This is an optimization exercise on Yosys and OpenROAD, whose aim is small area, not a production implementation. RTL that was checked went through simulation tests only; none was proved equivalent to the original. Power figures rest on the tool's default switching activity, not on a simulated workload.

Setup of old:
Design top, start of the top module:
module top (output reg         uart_txd,
            output wire [63:0] data_out_64,
            output reg         data_out_done,
            input  wire        clk,
            input  wire        rst_n,
            input  wire [63:0] data_in_64,
            input  wire        manual_start,
            input  wire        uart_rxd);
For scale: ~490 cells after synthesis, ~9100 sq um of cells after synthesis.
export LEC_CHECK = 0
export CAP_MARGIN = 20
export CORE_MARGIN = 2
export CORE_UTILIZATION = 60
export SLEW_MARGIN = 20
create_clock -name core_clock -period 20.0 [get_ports {clk}]
standard.sh (not shown) runs the stock make flow with config.mk's settings and CLKGATE_MAP_FILE= SYNTH_SCRIPT=/design/flow/synth_recipe.tcl, a recipe that flattens the netlist after the stock synthesis.
==> flow/flow/run.sh <==
#!/bin/bash
# Own layout flow: the standard flow (standard synthesis unchanged), with the port
# buffers made from the smallest buffer and clock tree synthesis without dummy loads.
# Each step's full log is in orfs/logs/; standard.sh's own output goes to standard.log.
set -euo pipefail
CTS="-sink_clustering_enable -repair_clock_nets -dont_use_dummy_load"
if [[ -f flow/cts_args ]]; then CTS="$(cat flow/cts_args)"; fi
bash standard.sh \
  "BUFFER_PORTS_ARGS=-buffer_cell sky130_fd_sc_hd__buf_1" \
  "CTS_ARGS=$CTS" \
  finish > standard.log 2>&1
==> flow/flow/cts_args <==
-sink_clustering_enable -repair_clock_nets -dont_use_dummy_load -buf_list sky130_fd_sc_hd__clkbuf_8 -sink_clustering_size 16 -sink_clustering_max_diameter 50
old reached the end of the flow, and the finished layout is clean on the timing, DRC and antenna checks.
--- input diff old..new ---
==> flow/flow/cts_args <==
-sink_clustering_enable -repair_clock_nets -dont_use_dummy_load -buf_list sky130_fd_sc_hd__clkbuf_4 -sink_clustering_size 10 -sink_clustering_max_diameter 40
--- outcome ---
- In terms of total wire length after detailed routing, old and new differ only marginally.
- Compared with old, in new via count went up, cell area went down.
- new does better than old on internal power.
- Taking old as the reference, in new wire length of the first global-routing pass +1.3%; per-cell routed wire length -about 1%; portion of the clock cycle consumed by the worst path in the final layout +0.68 points.
- Compared to old, new leaves more free space in the core.
- new ends up with a final non-filler cell total that is 10 higher than in old.
- ~same register bit count reported by yosys in new and old
No run of this note included a check of the RTL's function; only the layout flow was run.

The RTL this note starts from:
==> flow/design.v <==
`timescale 1ns/1ps
module top (output reg         uart_txd,
            output wire [63:0] data_out_64,
            output reg         data_out_done,
            input  wire        clk,
            input  wire        rst_n,
            input  wire [63:0] data_in_64,
            input  wire        manual_start,
            input  wire        uart_rxd);
    parameter CLK_F    = 50_000_000;
    parameter UART_BPS = 115200;
    parameter CLK_GOAL = CLK_F / UART_BPS;     
    function [8:0] lfsr;
        input integer n;
        integer i;
        begin
            lfsr = 9'd0;
            for (i = 0; i < n; i = i + 1)
                lfsr = {lfsr[7:0], ~(lfsr[8] ^ lfsr[4])};
        end
    endfunction
    localparam [8:0] ONE    = lfsr(1);
    localparam [8:0] LAST   = lfsr(CLK_GOAL - 1);
    localparam [8:0] SAMPLE = lfsr(CLK_GOAL / 2);
    reg        ms_1;         
    reg  [2:0] t_state;      
    reg [63:8] t_word;       
    reg        t_en;         
    reg        t_end1, t_end;  
    reg        t_flag;
    reg  [8:0] t_clk;
    reg  [3:0] t_cnt;
    reg  [7:0] t_data;
    reg        t_txd, t_txd1;
    wire [7:0] t_sel = 8'd1 << t_state;
    reg [7:0] t_byte;
    integer k;
    always @(*) begin
        t_byte = data_in_64[7:0] & {8{t_sel[7]}};
        for (k = 0; k < 7; k = k + 1)
            t_byte = t_byte | (t_word[k*8+8 +: 8] & {8{t_sel[k]}});
    end
    wire t_next  = t_end || (manual_start && !ms_1);
    wire t_start = t_next && !t_en;
    always @(posedge clk or negedge rst_n)
        if (!rst_n) begin
            ms_1    <= 1'b0;
            t_state <= 3'd7;
            t_en    <= 1'b0;
            t_end1  <= 1'b0;
            t_end   <= 1'b0;
            t_flag  <= 1'b0;
            t_cnt   <= 4'd0;
            t_txd   <= 1'b1;
            t_txd1  <= 1'b1;
            uart_txd <= 1'b1;
        end else begin
            ms_1   <= manual_start;
            t_en   <= t_next;
            t_end1 <= t_cnt == 4'd10 && t_clk == ONE;
            t_end  <= t_end1;
            if (t_next)
                t_state <= t_state + 3'd1;
            if (t_start)
                t_flag <= 1'b1;
            else if (t_cnt == 4'd10)
                t_flag <= 1'b0;
            if (!t_flag)
                t_cnt <= 4'd0;
            else if (t_clk == LAST)
                t_cnt <= t_cnt + 4'd1;
            if (!t_flag)
                t_txd <= 1'b1;
            else case (t_cnt)
                4'd0: t_txd <= 1'b0;
                4'd1: t_txd <= t_data[0];
                4'd2: t_txd <= t_data[1];
                4'd3: t_txd <= t_data[2];
                4'd4: t_txd <= t_data[3];
                4'd5: t_txd <= t_data[4];
                4'd6: t_txd <= t_data[5];
                4'd7: t_txd <= t_data[6];
                4'd8: t_txd <= t_data[7];
                default: t_txd <= 1'b1;
            endcase
            t_txd1   <= t_txd;
            uart_txd <= t_txd1;
        end
    always @(posedge clk) begin
        if (!t_flag || t_clk == LAST)
            t_clk <= 9'd0;
        else
            t_clk <= {t_clk[7:0], ~(t_clk[8] ^ t_clk[4])};
        if (t_next && t_sel[7])
            t_word <= data_in_64[63:8];
        if (t_start)
            t_data <= t_byte;
    end
    reg        rxd_1;
    reg        r_flag;
    reg  [8:0] r_clk;
    reg  [3:0] r_cnt;
    reg [63:0] r_shift;      
    reg [63:0] r_word;       
    reg        r_none;       
    reg  [3:0] r_state;      
    reg        done_1;       
    wire r_sample = r_clk == SAMPLE && r_cnt >= 4'd1 && r_cnt <= 4'd8;
    wire r_byte   = r_cnt == 4'd10 && r_clk == ONE;    
    wire r_load   = data_out_done && !done_1;
    always @(posedge clk or negedge rst_n)
        if (!rst_n) begin
            rxd_1   <= 1'b1;
            r_flag  <= 1'b0;
            r_cnt   <= 4'd0;
            r_state <= 4'd8;
            data_out_done <= 1'b0;
            r_none  <= 1'b1;
        end else begin
            rxd_1 <= uart_rxd;
            if (rxd_1 && !uart_rxd)
                r_flag <= 1'b1;
            else if (r_cnt == 4'd10)
                r_flag <= 1'b0;
            if (!r_flag)
                r_cnt <= 4'd0;
            else if (r_clk == LAST)
                r_cnt <= r_cnt + 4'd1;
            if (r_byte)
                r_state <= (r_state[3] || r_state[2:0] == 3'd7) ? 4'd0 : r_state + 4'd1;
            data_out_done <= r_state == 4'd7;
            if (r_load)
                r_none <= 1'b0;
        end
    always @(posedge clk) begin
        done_1 <= data_out_done;
        if (!r_flag || r_clk == LAST)
            r_clk <= 9'd0;
        else
            r_clk <= {r_clk[7:0], ~(r_clk[8] ^ r_clk[4])};
        if (r_sample)
            r_shift <= {~uart_rxd, r_shift[63:1]};
        if (r_load)
            r_word <= r_shift;
    end
    assign data_out_64 = ~(r_word | {64{r_none}});
endmodule
==> flow/config.mk <==
export PLATFORM = sky130hd
export DESIGN_NAME = top
export DESIGN_NICKNAME = top
export VERILOG_FILES = /design/flow/design.v
export SDC_FILE = /design/flow/constraint.sdc
export NUM_CORES = 4
export LEC_CHECK = 0
export CAP_MARGIN = 20
export CORE_MARGIN = 2
export CORE_UTILIZATION = 80
export SLEW_MARGIN = 20
==> flow/constraint.sdc <==
create_clock -name core_clock -period 20.0 [get_ports {clk}]
set_input_delay 4.0000 -clock core_clock [delete_from_list [all_inputs] [get_ports {clk}]]
set_output_delay 4.0000 -clock core_clock [all_outputs]
set_load 0.01 [all_outputs]
==> flow/flow/run.sh <==
#!/bin/bash
# Own layout flow: the standard flow, with these changes:
#  - synthesis is the standard one (same script, same registers), except that
#    half/full adders are not extracted before ABC and ABC maps the logic with
#    an area-oriented script (flow/abc_area.script) instead of the speed script;
#  - the port buffers use the smallest buffer cell;
#  - clock tree synthesis inserts no dummy loads (options in flow/cts_args).
# standard.sh's output goes to standard.log; every step's full log is in orfs/logs/.
set -euo pipefail
WORK=$PWD
CTS="-sink_clustering_enable -repair_clock_nets -dont_use_dummy_load"
if [[ -f flow/cts_args ]]; then CTS="$(cat flow/cts_args)"; fi
cat > flow_synth.tcl <<EOT
proc extract_fa {args} { puts "flow: adder extraction skipped" }
proc abc {args} {
  set i [lsearch \$args -script]
  if {\$i >= 0} {
    set args [lreplace \$args [expr {\$i + 1}] [expr {\$i + 1}] $WORK/flow/abc_area.script]
  }
  yosys abc {*}\$args
}
source $WORK/synth_recipe.tcl
EOT
sed "s#SYNTH_SCRIPT=[^ ]*#SYNTH_SCRIPT=$WORK/flow_synth.tcl#" standard.sh > flow_standard.sh
grep -q "SYNTH_SCRIPT=$WORK/flow_synth.tcl" flow_standard.sh
bash flow_standard.sh \
  "BUFFER_PORTS_ARGS=-buffer_cell sky130_fd_sc_hd__buf_1" \
  "CTS_ARGS=$CTS" \
  finish > standard.log 2>&1
==> flow/flow/abc_area.script <==
&get -n
&st
&dch
&nf -R 1000
&st
&dch
&nf -R 1000
&put
==> flow/flow/cts_args <==
-sink_clustering_enable -repair_clock_nets -dont_use_dummy_load -buf_list sky130_fd_sc_hd__clkbuf_8 -sink_clustering_size 20 -sink_clustering_max_diameter 80
Change:
Settings changed: CORE_UTILIZATION 80 to 60.
After rerunning: The new run finished with timing, DRC and antenna clean. Die area climbs by a quarter to a third. Combinational power drops by a few percent. Cell area climbs slightly. Cell count climbs by a few percent. Fmax climbs by a few percent. Total power drops slightly. Register-to-register slack degrades by 190 ps. Synthesized cell count stays the same.

## separate check: timing with driven ports
Ports are ideal in the flow. The routed layouts listed here were re-timed in OpenROAD.
Step 1 (the two cells are an assumption about what drives the block):
set clk [get_ports {clk}]
set_driving_cell -lib_cell sky130_fd_sc_hd__clkbuf_16 $clk
set_driving_cell -lib_cell sky130_fd_sc_hd__buf_2 [delete_from_list [all_inputs] $clk]
Step 2 moves the port delays by t, midway between the first and last clock arrival at a register: inputs arrive t later, outputs are due t later. That takes back most of the time a late clock gives input paths.
Three values: no drivers, after step 1, after step 2; two values: the first two.
| run | t, ns | setup WS [ns] | worst hold slack (ns) | latest minus earliest clock arrival (ns) | slew at the worst register clock pin (ns) |
|---|---|---|---|---|---|
| old | 0.532 | 14.100 / 14.064 / 14.459 | 0.348 / 0.348 / 0.348 | 0.041 / 0.041 | 0.09 / 0.09 |
| new | 0.662 | 13.964 / 13.933 / 14.442 | 0.361 / 0.361 / 0.361 | 0.034 / 0.034 | 0.11 / 0.11 |
| the first run of note 2 | 0.526 | 13.828 / 13.789 / 14.315 | 0.369 / 0.369 / 0.369 | 0.021 / 0.021 | 0.12 / 0.12 |
| the second run of note 2 | 0.512 | 14.222 / 14.184 / 14.342 | 0.363 / 0.363 / 0.363 | 0.013 / 0.013 | 0.12 / 0.12 |
After both steps setup and hold are still met in every run listed.
